Source: an optimization exercise on an open RTL-to-GDS flow (aim: small area, a short achievable clock period and few clock cycles per item). Production flows keep margins and buffers that such runs may drop.
At most, simulation tests tie the RTL to the original design; equivalence was not proved.

v6:
==> flow/design.v <==
module MultDivUnit (clk,rst_n,opCode,lOp,rOp,result,done,valid,divByZero,divOverflow);
  input clk;
  input rst_n;
  input [2:0] opCode;
  input valid;
  input [31:0] lOp; 
  input [31:0] rOp; 
  output [31:0] result;
  output done;
  output divByZero;
  output divOverflow;
  localparam W = 34;
  localparam AW = 37;
  logic sIDLE, sMUL, sMFIX, sDNORM, sDITER, sDCORR, sDFIX, sDONE;
  logic [2:0]   op;
  logic [5:0]   cnt;
  logic [W-1:0] X;      
  logic [W-1:0] PH;     
  logic [31:0]  PL;     
  logic         negA;   
  logic         negB;   
  logic         mfix;   
  logic         dz;
  logic         ovf;
  logic         oselPL, oselPH;
  logic [31:0]  prevA;     
  logic         lastDone;  
  logic [1:0]   lastKind;  
  logic [1:0]   pk;        
  logic         remFinal;  
  logic         plFinal;   
  localparam [1:0] K_NONE = 2'd0, K_MUL = 2'd1, K_DIVS = 2'd2, K_DIVU = 2'd3;
  localparam [1:0] P_SU = 2'd0, P_SS = 2'd1, P_UU = 2'd2;
  logic         c_enA, c_invA, c_selX, c_sel2X, c_selPL, c_invB, c_cin;
  logic         c_selX1, c_sel2X1, c_neg1;  
  logic         c_one;   
  function automatic [2:0] booth(input hi, input mid, input lo);
    booth = {mid ^ lo, (hi & ~mid & ~lo) | (~hi & mid & lo), hi & ~(mid & lo)};
  endfunction
  function automatic [32:0] below_msb(input [32:0] v);
    integer i;
    below_msb[32] = v[32];
    for (i = 31; i >= 0; i = i - 1)
      below_msb[i] = below_msb[i+1] | v[i];
  endfunction
  wire [2:0] bd_in0 = booth(rOp[1], rOp[0], 1'b0);
  wire [2:0] bd_in1 = booth(rOp[3], rOp[2], rOp[1]);
  wire [2:0] bd_pl0 = booth(PL[5], PL[4], PL[3]);
  wire [2:0] bd_pl1 = booth(PL[7], PL[6], PL[5]);
  wire in_signedA = (opCode == 3'b001) | (opCode == 3'b010) | (opCode == 3'b100) | (opCode == 3'b110);
  wire in_signedB = (opCode == 3'b001) | (opCode == 3'b100) | (opCode == 3'b110);
  wire in_dz  = opCode[2] & (lOp == 32'd0);
  wire in_ovf = opCode[2] & ~opCode[0] & (rOp == 32'h80000000) & (&lOp);
  wire in_negA = in_signedA & rOp[31];
  wire in_negB = in_signedB & lOp[31];
  wire [32:0] in_Am   = {1'b0, rOp ^ {32{in_negA}}};
  wire [32:0] in_Xm   = {1'b0, lOp ^ {32{in_negB}}};
  wire [32:0] in_MA   = below_msb(in_Am);
  wire [32:0] in_MAp  = in_negA ? {in_MA[31:0], 1'b1} : in_MA;
  wire        in_qz   = |(in_Xm & ~in_MAp);
  wire        in_dshort = in_dz | in_ovf | in_qz;    
  wire sameOps = lastDone & (rOp == prevA) & (lOp == X[31:0]);
  wire in_fixDiv = ~opCode[0] & (in_negA ^ in_negB);
  wire in_fixRem = ~opCode[0] & in_negA;
  wire mulOk = ~opCode[2] & (lastKind == K_MUL) &
               ((opCode == 3'b000) | ((opCode == 3'b001) & (pk == P_SS)) |
                ((opCode == 3'b010) & (pk == P_SU)) | ((opCode == 3'b011) & ((pk == P_UU) | (pk == P_SU))));
  wire divOk = opCode[2] & (lastKind == (opCode[0] ? K_DIVU : K_DIVS));
  wire reuse = sameOps & (mulOk | divOk);
  wire ruMFIX  = ~opCode[2] & (opCode[1:0] == 2'b11) & (pk == P_SU) & rOp[31];
  wire ruDCORR = opCode[2] & opCode[1] & ~remFinal & PH[W-1];
  wire ruDFIX  = opCode[2] & (opCode[1] ? (~remFinal & ~PH[W-1] & in_fixRem) : (~plFinal & in_fixDiv));
  wire [AW-1:0] Xe  = {{(AW-W){X[W-1]}}, X};
  wire [AW-1:0] opA = ({{(AW-W){PH[W-1]}}, PH} & {AW{c_enA}}) ^ {AW{c_invA}};
  wire [AW-1:0] mag = ({AW{c_selX}} & Xe) | ({AW{c_sel2X}} & {Xe[AW-2:0], 1'b0}) | ({AW{c_selPL}} & {{(AW-32){1'b0}}, PL});
  wire [AW-1:0] mag1 = ({AW{c_selX1}} & Xe) | ({AW{c_sel2X1}} & {Xe[AW-2:0], 1'b0});
  wire [AW-1:0] t1 = mag ^ {AW{c_invB}};
  wire [AW-1:0] t2 = {mag1[AW-3:0], 2'b00} ^ {AW{c_neg1}};
  wire [AW-1:0] cs_s = opA ^ t1 ^ t2;
  wire [AW-1:0] cs_c = {(opA[AW-2:0] & t1[AW-2:0]) | (opA[AW-2:0] & t2[AW-2:0]) | (t1[AW-2:0] & t2[AW-2:0]), c_neg1 | c_one};
  wire [AW-1:0] sumf = cs_s + cs_c + {{(AW-1){1'b0}}, c_cin};
  wire [W-1:0]  sum = sumf[W-1:0];
  wire [32:0] Xm  = X[32:0] ^ {33{X[W-1]}};
  wire [32:0] MA0 = below_msb(PH[32:0]);
  wire [32:0] MA  = negA ? {MA0[31:0], 1'b1} : MA0;
  wire        ok4 = ~|Xm[32:29] & ~|({Xm[28:0], 4'b0} & ~MA);         
  wire        ok1 = ~Xm[32] & ~|({Xm[31:0], 1'b0} & ~MA);
  wire        dIter = sDITER | (sDNORM & ~ok1);         
  wire cntz    = (cnt == 6'd0);
  wire isRem   = op[1];
  wire needFix = ~op[0] & (isRem ? negA : (negA ^ negB));
  logic nIDLE, nMUL, nMFIX, nDNORM, nDITER, nDCORR, nDFIX, nDONE;
  always_comb begin
    nIDLE = 1'b0; nMUL = 1'b0; nMFIX = 1'b0; nDNORM = 1'b0;
    nDITER = 1'b0; nDCORR = 1'b0; nDFIX = 1'b0; nDONE = 1'b0;
    if (sIDLE) begin
      if (valid) begin
        if (reuse) begin
          if (ruMFIX) nMFIX = 1'b1;
          else if (ruDCORR) nDCORR = 1'b1;
          else if (ruDFIX) nDFIX = 1'b1;
          else nDONE = 1'b1;
        end
        else if (opCode[2]) begin
          if (in_dshort) nDONE = 1'b1; else nDNORM = 1'b1;
        end else nMUL = 1'b1;
      end else nIDLE = 1'b1;
    end
    if (sMUL) begin
      if (cntz) begin
        if (mfix) nMFIX = 1'b1; else nDONE = 1'b1;
      end else nMUL = 1'b1;
    end
    if (sMFIX) nDONE = 1'b1;
    if (sDNORM & ok1) nDNORM = 1'b1;
    if (dIter) begin
      if (cntz) begin
        if (isRem & sum[W-1]) nDCORR = 1'b1;
        else if (needFix) nDFIX = 1'b1;
        else nDONE = 1'b1;
      end else nDITER = 1'b1;
    end
    if (sDCORR) begin
      if (needFix) nDFIX = 1'b1; else nDONE = 1'b1;
    end
    if (sDFIX) nDONE = 1'b1;
    if (sDONE) nIDLE = 1'b1;
  end
  always_ff @(posedge clk or negedge rst_n) begin
    if (~rst_n) begin
      sIDLE <= 1'b1; sMUL <= 1'b0; sMFIX <= 1'b0; sDNORM <= 1'b0;
      sDITER <= 1'b0; sDCORR <= 1'b0; sDFIX <= 1'b0; sDONE <= 1'b0;
      lastDone <= 1'b0;
    end else begin
      lastDone <= sDONE;
      sIDLE <= nIDLE; sMUL <= nMUL; sMFIX <= nMFIX; sDNORM <= nDNORM;
      sDITER <= nDITER; sDCORR <= nDCORR; sDFIX <= nDFIX; sDONE <= nDONE;
    end
  end
  always_ff @(posedge clk) begin
    c_enA <= 1'b1; c_invA <= 1'b0; c_selX <= 1'b0; c_sel2X <= 1'b0; c_selPL <= 1'b0;
    c_invB <= 1'b0; c_cin <= 1'b0;
    c_selX1 <= 1'b0; c_sel2X1 <= 1'b0; c_neg1 <= 1'b0; c_one <= 1'b0;
    if (sIDLE) begin
      if (reuse) begin
        if (ruMFIX | ruDCORR) begin
          c_selX <= 1'b1; c_invB <= ruDCORR & in_negB; c_cin <= ruDCORR & in_negB;
        end else if (opCode[1]) begin  
          c_invA <= 1'b1; c_cin <= 1'b1;
        end else begin                 
          c_enA <= 1'b0; c_selPL <= 1'b1; c_invB <= 1'b1; c_cin <= 1'b1;
        end
      end else if (opCode[2]) begin
        c_selX <= 1'b1; c_invB <= ~in_negB; c_cin <= ~in_negB; c_one <= in_negA;
      end else begin
        {c_selX, c_sel2X, c_invB} <= bd_in0;
        c_cin <= bd_in0[0];
        {c_selX1, c_sel2X1, c_neg1} <= bd_in1;
      end
    end
    if (sMUL) begin
      if (cntz) c_selX <= 1'b1;  
      else begin
        {c_selX, c_sel2X, c_invB} <= bd_pl0;
        c_cin <= bd_pl0[0];
        {c_selX1, c_sel2X1, c_neg1} <= bd_pl1;
      end
    end
    if (sDNORM & ok1) begin
      c_selX <= 1'b1; c_invB <= ~X[W-1]; c_cin <= ~X[W-1]; c_one <= negA;
    end
    if (dIter | sDCORR) begin
      if (nDITER) begin
        c_selX <= 1'b1;
        c_invB <= X[W-1] ^ ~sum[W-1];
        c_cin  <= X[W-1] ^ ~sum[W-1];
      end else if (nDCORR) begin
        c_selX <= 1'b1; c_invB <= X[W-1]; c_cin <= X[W-1];
      end else begin  
        if (isRem) begin
          c_invA <= 1'b1; c_cin <= 1'b1;
        end else begin
          c_enA <= 1'b0; c_selPL <= 1'b1; c_invB <= 1'b1; c_cin <= 1'b1;
        end
      end
    end
  end
  always_ff @(posedge clk) begin
    if (sIDLE) begin
      op   <= opCode;
      dz   <= in_dz;
      ovf  <= in_ovf;
      cnt  <= opCode[2] ? 6'd0 : 6'd7;
      negA <= in_negA;
      negB <= in_negB;
      mfix <= (opCode == 3'b011) & rOp[31];
      oselPL <= (opCode == 3'b000) | (opCode[2:1] == 2'b10);
      oselPH <= ~((opCode == 3'b000) | (opCode[2:1] == 2'b10));
      X  <= {{(W-32){in_signedB & lOp[31]}}, lOp};
      if (~reuse) begin
        PH <= {{(W-32){1'b0}}, (rOp ^ {32{in_negA}}) & {32{opCode[2]}}};  
        PL <= rOp;
        lastKind <= opCode[2] ? (in_dshort ? K_NONE : (opCode[0] ? K_DIVU : K_DIVS)) : K_MUL;
        if (opCode[2] & in_qz) begin  
          oselPL <= opCode[1];
          oselPH <= 1'b0;
        end
        pk       <= (opCode == 3'b001) ? P_SS : ((opCode == 3'b011) ? P_UU : P_SU);
        remFinal <= 1'b0;
        plFinal  <= 1'b0;
      end
    end
    if (sMFIX) pk <= P_UU;
    if (sDONE & op[2]) begin
      if (op[1]) remFinal <= 1'b1;
      else plFinal <= 1'b1;
    end
    if (sMUL) begin
      PH  <= {sumf[AW-1], sumf[AW-1:4]};
      PL  <= {sumf[3:0], PL[31:4]};
      cnt <= cnt - 6'd1;
    end
    if (sMFIX | sDCORR | (sDFIX & isRem)) PH <= sum;
    if (sDFIX & ~isRem) PL <= sum[31:0];
    if (sDNORM) begin
      if (ok4) begin
        X   <= {X[W-5:0], 4'b0};
        cnt <= cnt + 6'd4;
      end else if (ok1) begin
        X   <= {X[W-2:0], 1'b0};
        cnt <= cnt + 6'd1;
      end
    end
    if (dIter) begin
      PH  <= sum;
      PL  <= {PL[30:0] & {31{~sDNORM}}, ~sum[W-1]};  
      if (~cntz) X <= {X[W-1], X[W-1:1]};
      cnt <= cnt - 6'd1;
    end
  end
  always_ff @(posedge clk) prevA <= rOp;
  assign result      = ({32{oselPL}} & PL) | ({32{oselPH}} & PH[31:0]);
  assign done        = sDONE;
  assign divByZero   = dz;
  assign divOverflow = ovf;
endmodule
==> flow/config.mk <==
export PLATFORM = sky130hd
export DESIGN_NAME = MultDivUnit
export DESIGN_NICKNAME = MultDivUnit
export VERILOG_FILES = /design/flow/design.v
export SDC_FILE = /design/flow/constraint.sdc
export NUM_CORES = 4
export LEC_CHECK = 0
export CAP_MARGIN = 20
export CORE_MARGIN = 2
export CORE_UTILIZATION = 60
export SETUP_SLACK_MARGIN = 5
export SLEW_MARGIN = 20
==> flow/constraint.sdc <==
create_clock -name core_clock -period 9.5 [get_ports {clk}]
set_input_delay 1.9000 -clock core_clock [delete_from_list [all_inputs] [get_ports {clk}]]
set_output_delay 1.9000 -clock core_clock [all_outputs]
set_load 0.01 [all_outputs]
run.sh (not shown) runs the stock make flow with config.mk's settings and CLKGATE_MAP_FILE= SYNTH_SCRIPT=/design/flow/synth_recipe.tcl, a recipe that flattens the netlist after the stock synthesis.
[inputs] v7 vs v6
--- a/flow/design.v
+++ b/flow/design.v
@@ -36,6 +36,25 @@
   logic         c_one;   
   function automatic [2:0] booth(input hi, input mid, input lo);
     booth = {mid ^ lo, (hi & ~mid & ~lo) | (~hi & mid & lo), hi & ~(mid & lo)};
+  endfunction
+  function automatic [AW-1:0] addf(input [AW-1:0] x, input [AW-1:0] y, input ci);
+    logic [AW:0] g, p, gn, pn;
+    integer i, l;
+    g[0] = ci; p[0] = 1'b0;
+    for (i = 0; i < AW; i = i + 1) begin
+      g[i+1] = x[i] & y[i];
+      p[i+1] = x[i] ^ y[i];
+    end
+    for (l = 0; (1 << l) <= AW; l = l + 1) begin
+      gn = g; pn = p;
+      for (i = 0; i <= AW; i = i + 1)
+        if ((i >> l) & 1) begin
+          gn[i] = g[i] | (p[i] & g[((i >> l) << l) - 1]);
+          pn[i] = p[i] & p[((i >> l) << l) - 1];
+        end
+      g = gn; p = pn;
+    end
+    for (i = 0; i < AW; i = i + 1) addf[i] = x[i] ^ y[i] ^ g[i];
   endfunction
   function automatic [32:0] below_msb(input [32:0] v);
     integer i;
@@ -78,12 +97,12 @@
   wire [AW-1:0] t2 = {mag1[AW-3:0], 2'b00} ^ {AW{c_neg1}};
   wire [AW-1:0] cs_s = opA ^ t1 ^ t2;
   wire [AW-1:0] cs_c = {(opA[AW-2:0] & t1[AW-2:0]) | (opA[AW-2:0] & t2[AW-2:0]) | (t1[AW-2:0] & t2[AW-2:0]), c_neg1 | c_one};
-  wire [AW-1:0] sumf = cs_s + cs_c + {{(AW-1){1'b0}}, c_cin};
+  wire [AW-1:0] sumf = addf(cs_s, cs_c, c_cin);
   wire [W-1:0]  sum = sumf[W-1:0];
   wire [32:0] Xm  = X[32:0] ^ {33{X[W-1]}};
   wire [32:0] MA0 = below_msb(PH[32:0]);
   wire [32:0] MA  = negA ? {MA0[31:0], 1'b1} : MA0;
-  wire        ok4 = ~|Xm[32:29] & ~|({Xm[28:0], 4'b0} & ~MA);         
+  wire        ok5 = ~|Xm[32:28] & ~|({Xm[27:0], 5'b0} & ~MA);         
   wire        ok1 = ~Xm[32] & ~|({Xm[31:0], 1'b0} & ~MA);
   wire        dIter = sDITER | (sDNORM & ~ok1);         
   wire cntz    = (cnt == 6'd0);
@@ -223,9 +242,9 @@
     if (sMFIX | sDCORR | (sDFIX & isRem)) PH <= sum;
     if (sDFIX & ~isRem) PL <= sum[31:0];
     if (sDNORM) begin
-      if (ok4) begin
-        X   <= {X[W-5:0], 4'b0};
-        cnt <= cnt + 6'd4;
+      if (ok5) begin
+        X   <= {X[W-6:0], 5'b0};
+        cnt <= cnt + 6'd5;
       end else if (ok1) begin
         X   <= {X[W-2:0], 1'b0};
         cnt <= cnt + 6'd1;
## What came out
- Worst-case hold slack for v7 is higher than for v6.
- Post-route clock period utilization, v6 and v7: smaller value in v7
- v7 vs. v6: average footprint of a synthesized cell has increased, met2 layer wire length in the routed design picked up an extra 1.6%, sequential cell area down 0.80%.
- Going from v6 to v7, the clock-buffer cell count was found to have gone down by 4.
- Going from v6 to v7, area share of fa/ha/maj cells after synthesis grows by 0.45 points.
Testbench counts of v7, summed over its fixed seeds: cycles 24,022, ops 3,200.
The RTL of v6 was laid out without a check of its function.

[re-timing with driven ports]
How much do the figures lean on ideal ports? The routed layouts below were timed once more, with nothing changed but the port constraints.
Step 1 (the two cells are an assumption about what drives the block):
set clk [get_ports {clk}]
set_driving_cell -lib_cell sky130_fd_sc_hd__clkbuf_16 $clk
set_driving_cell -lib_cell sky130_fd_sc_hd__buf_2 [delete_from_list [all_inputs] $clk]
Step 2 times the ports against the registers' clock, not the clock port: input delays grow and output delays shrink by t, the midpoint of the rising clock arrivals with the driver on.
Three values: ideal ports, drivers, drivers and shift; two values: the first two.
run	t, ns	setup WS [ns]	worst slew at a driven data input, ns	pins driven straight from the clock port
v6	0.497	4.866 / 4.866 / 4.466	0.05	1
v7	0.509	4.898 / 4.927 / 4.424	0.05	1
After both steps setup and hold are still met in every run listed. For v7, which loses most, drivers alone change the setup slack by +0.029 ns; drivers and shift together by -0.474 ns.
